Background: an optimization exercise with open tools, aiming at small area. Do not read the settings as production practice. In this exercise RTL edits were held to simulation tests only and were not proved equivalent to the original. The clock input has no modelled driver; a real chip could not lean on it and would need a root buffer or a full tree. Power figures rest on the tool's default switching activity, not on a simulated workload.

==> flow/design.v (excerpt) <==
module spi_master
(
input               clk             ,
input               rst_n           ,
output              SPI4wire_SCK    ,
output              SPI4wire_CS_N   ,
output              SPI4wire_MOSI   ,
input               SPI4wire_MISO   ,
input   [15:0]      par_freq_div    ,
input   [7:0]       par_adr_sclknum ,
input   [7:0]       par_dat_sclknum ,
input               par_cpha        ,
input               par_cpol        ,
input               tx_tvalid       ,
input   [31:0]      tx_tdata        ,
output              tx_tready       ,
output              rx_tvalid       ,
output  [31:0]      rx_tdata
);
localparam I1 = 3'b000, I0 = 3'b001, IR = 3'b010, FN = 3'b011,
           L1 = 3'b100, LD = 3'b101, RN = 3'b111;
reg [2:0]  state;
reg        sck;
reg [14:0] half_cnt;    
reg        half;        
reg [5:0]  bit_cnt;     
reg [31:0] shreg;
reg        mosi;
reg        flag;
wire       tready   = (state == I1);
wire       rvalid   = (state == IR);
wire       cs_n     = ~(state[2] & state[0]);
wire       accept   = tx_tvalid & tready;
wire       idle     = ~state[2] & ~(state[1] & state[0]);
wire       active   = state[2];    
wire [5:0] sclk_num = (idle ? par_adr_sclknum[5:0] : bit_cnt) + (par_dat_sclknum[5:0] | {6{~idle}});
wire       term     = (half_cnt[14:1] == 14'd0) & (half_cnt[0] ^ (half & par_freq_div[0]));
wire       ev_mid   = active & term & ~half;
wire       ev_end   = active & term & half;
wire       last_end = bit_cnt[5] & ~bit_cnt[0];           
wire       in_bits  = state[2] & state[1] & (half ? ~last_end : ~bit_cnt[5]);
wire       sample   = in_bits & (par_cpha ? ev_end : ev_mid);
wire       tx_step  = ~bit_cnt[5] & (par_cpha ? ev_mid : ev_end);
assign SPI4wire_SCK  = sck;
assign SPI4wire_CS_N = cs_n;
assign SPI4wire_MOSI = mosi;
assign tx_tready     = tready;
  ...
==> flow/config.mk <==
export PLATFORM = sky130hd
export DESIGN_NAME = spi_master
export DESIGN_NICKNAME = spi_master
export VERILOG_FILES = /design/flow/design.v
export SDC_FILE = /design/flow/constraint.sdc
export NUM_CORES = 4
export LEC_CHECK = 0
export CAP_MARGIN = 20
export CORE_MARGIN = 2
export CORE_UTILIZATION = 65
export GPL_TIMING_DRIVEN = 0
export SLEW_MARGIN = 20
==> flow/constraint.sdc <==
create_clock -name core_clock -period 6.0 [get_ports {clk}]
set_input_delay 1.2000 -clock core_clock [delete_from_list [all_inputs] [get_ports {clk}]]
set_output_delay 1.2000 -clock core_clock [all_outputs]
set_load 0.01 [all_outputs]
standard.sh (not shown) runs the stock make flow with config.mk's settings and CLKGATE_MAP_FILE= SYNTH_SCRIPT=/design/flow/synth_recipe.tcl, a recipe that flattens the netlist after the stock synthesis.
==> flow/flow/run.sh <==
#!/bin/bash
# Standard ORFS layout (standard.sh) with these changes:
#  - synthesis maps logic with an area-oriented ABC script (flow/area.abc) and
#    leaves adders to ABC (ADDER_MAP_FILE empty); everything else in the
#    synthesis script is the standard flow's own synth_recipe.tcl
#  - port buffers use buf_1
#  - CTS, then the clock tree is rebuilt as four buffers driven by the clock
#    port, one per cluster of flip-flops (flow/post_cts.tcl)
#  - repair_design may not use buffers above buf_4 (flow/pre_resize.tcl), and
#    afterwards cells are downsized where no limit or timing needs them
#    (flow/post_resize.tcl)
set -euo pipefail
W=$PWD
{ head -1 synth_recipe.tcl
  echo "proc abc {args} { set i [lsearch \$args -script]; lset args [expr {\$i+1}] $W/flow/area.abc; yosys abc {*}\$args }"
  tail -n +2 synth_recipe.tcl; } > area_synth.tcl
export BUFFER_PORTS_ARGS="-buffer_cell sky130_fd_sc_hd__buf_1"
export CTS_ARGS="-sink_clustering_enable -repair_clock_nets -dont_use_dummy_load -buf_list {sky130_fd_sc_hd__clkbuf_4}"
export POST_CTS_TCL=$W/flow/post_cts.tcl
export PRE_RESIZE_TCL=$W/flow/pre_resize.tcl
export POST_RESIZE_TCL=$W/flow/post_resize.tcl
bash standard.sh SYNTH_SCRIPT=$W/area_synth.tcl ADDER_MAP_FILE= finish > standard_flow.log 2>&1
==> flow/flow/downsize.tcl <==
# Greedy downsizing: swap each combinational cell (largest first) to the
# smallest cell of its family (bufbuf may become buf) that leaves no max slew, max capacitance or max
# fanout violation and keeps the worst setup slack at least $min_slack ns.
proc downsize_cells { min_slack } {
  set db [ord::get_db]
  set block [ord::get_db_block]
  set libs [$db getLibs]
  # family -> masters sorted by area
  set fam [dict create]
  foreach lib $libs {
    foreach m [$lib getMasters] {
      set n [$m getName]
      if {![regexp {^(sky130_fd_sc_hd__[a-z0-9]+)_([0-9]+)$} $n -> base drive]} continue
      set a [expr {[$m getWidth] * [$m getHeight]}]
      dict lappend fam $base [list $a $n]
      # buffers of both kinds are interchangeable
      if {$base == "sky130_fd_sc_hd__buf" && $n != "sky130_fd_sc_hd__buf_16"} { dict lappend fam sky130_fd_sc_hd__bufbuf [list $a $n] }
    }
  }
  set cands {}
  foreach inst [$block getInsts] {
    set m [$inst getMaster]
    set n [$m getName]
    if {[$inst isFixed]} continue
    if {![regexp {^(sky130_fd_sc_hd__[a-z0-9]+)_([0-9]+)$} $n -> base drive]} continue
    if {[string match *df* $base] || [string match *clk* $base] || [string match *tap* $base] || [string match *fill* $base] || [string match *decap* $base] || [string match *conb* $base]} continue
    lappend cands [list [expr {[$m getWidth] * [$m getHeight]}] $inst $base]
  }
  set cands [lsort -real -decreasing -index 0 $cands]
  set saved 0
  foreach c $cands {
    lassign $c area inst base
    set cur [[$inst getMaster] getName]
    foreach opt [lsort -real -index 0 [dict get $fam $base]] {
      lassign $opt oarea oname
      if {$oarea >= $area} break
      set m [$db findMaster $oname]
      if {$m == "NULL"} continue
      $inst swapMaster $m
      if {[sta::max_slew_violation_count] == 0 && [sta::max_capacitance_violation_count] == 0 && [sta::max_fanout_violation_count] == 0 && [sta::worst_slack_cmd max] >= $min_slack * 1e-9} {
        set saved [expr {$saved + $area - $oarea}]
        set cur $oname
        break
      }
      $inst swapMaster [$db findMaster $cur]
    }
  }
  puts "downsize_cells: saved [expr {$saved / 1e6}] um2"
}
==> flow/flow/pre_resize.tcl <==
# Before repair_design: keep its slew/capacitance buffers small.
set_dont_use {sky130_fd_sc_hd__buf_6 sky130_fd_sc_hd__buf_8 sky130_fd_sc_hd__buf_12 sky130_fd_sc_hd__buf_16 sky130_fd_sc_hd__bufbuf_8 sky130_fd_sc_hd__bufbuf_16}
Other scripts of this flow, unchanged in this note and not shown: flow/flow/area.abc, flow/flow/post_cts.tcl, flow/flow/post_resize.tcl, flow/flow/rebuild_clock.tcl
Next try:
--- a/flow/flow/downsize.tcl
+++ b/flow/flow/downsize.tcl
@@ -1,4 +1,4 @@
 # Greedy downsizing: swap each combinational cell (largest first) to the
-# smallest cell of its family (bufbuf may become buf) that leaves no max slew, max capacitance or max
+# smallest cell of its family that leaves no max slew, max capacitance or max
 # fanout violation and keeps the worst setup slack at least $min_slack ns.
 proc downsize_cells { min_slack } {
@@ -12,8 +12,5 @@
       set n [$m getName]
       if {![regexp {^(sky130_fd_sc_hd__[a-z0-9]+)_([0-9]+)$} $n -> base drive]} continue
-      set a [expr {[$m getWidth] * [$m getHeight]}]
-      dict lappend fam $base [list $a $n]
-      # buffers of both kinds are interchangeable
-      if {$base == "sky130_fd_sc_hd__buf" && $n != "sky130_fd_sc_hd__buf_16"} { dict lappend fam sky130_fd_sc_hd__bufbuf [list $a $n] }
+      dict lappend fam $base [list [expr {[$m getWidth] * [$m getHeight]}] $n]
     }
   }
==> flow/flow/pre_resize.tcl (replaced) <==
# Before repair_design: keep its slew/capacitance buffers small.
set_dont_use {sky130_fd_sc_hd__buf_6 sky130_fd_sc_hd__buf_8 sky130_fd_sc_hd__buf_12 sky130_fd_sc_hd__buf_16}
After rerunning: The changed run passed the timing, DRC and antenna checks; total power does not change; combinational power stays flat; sequential share of layout area does not change; worst setup slack stays the same; clock skew is unchanged; routed wire length does not change; final cell count is unchanged.
In every run of this note, the design's own scripts or RTL, not TritonCTS, make the clock network.

what the ideal ports hide:
The flow's constraints put no driver on any port. The routed layouts listed below were extracted and timed again, unchanged, in two steps.
Step 1, drivers: a clkbuf_16 drives clk and a buf_2 each remaining input, both assumed.
Step 2 moves the port delays by t, midway between the first and last clock arrival at a register: inputs arrive t later, outputs are due t later. That takes back most of the time a late clock gives input paths.
a / b / c = no drivers / after step 1 / after step 2; a / b = the first two.
run	shift t [ns]	slack for setup (ns)	latest minus earliest clock arrival (ns)
the first run	0.208	1.508 / 1.547 / 1.339	0.022 / 0.022
the second run	0.208	1.508 / 1.547 / 1.339	0.022 / 0.022
After both steps every run listed still meets setup and hold.
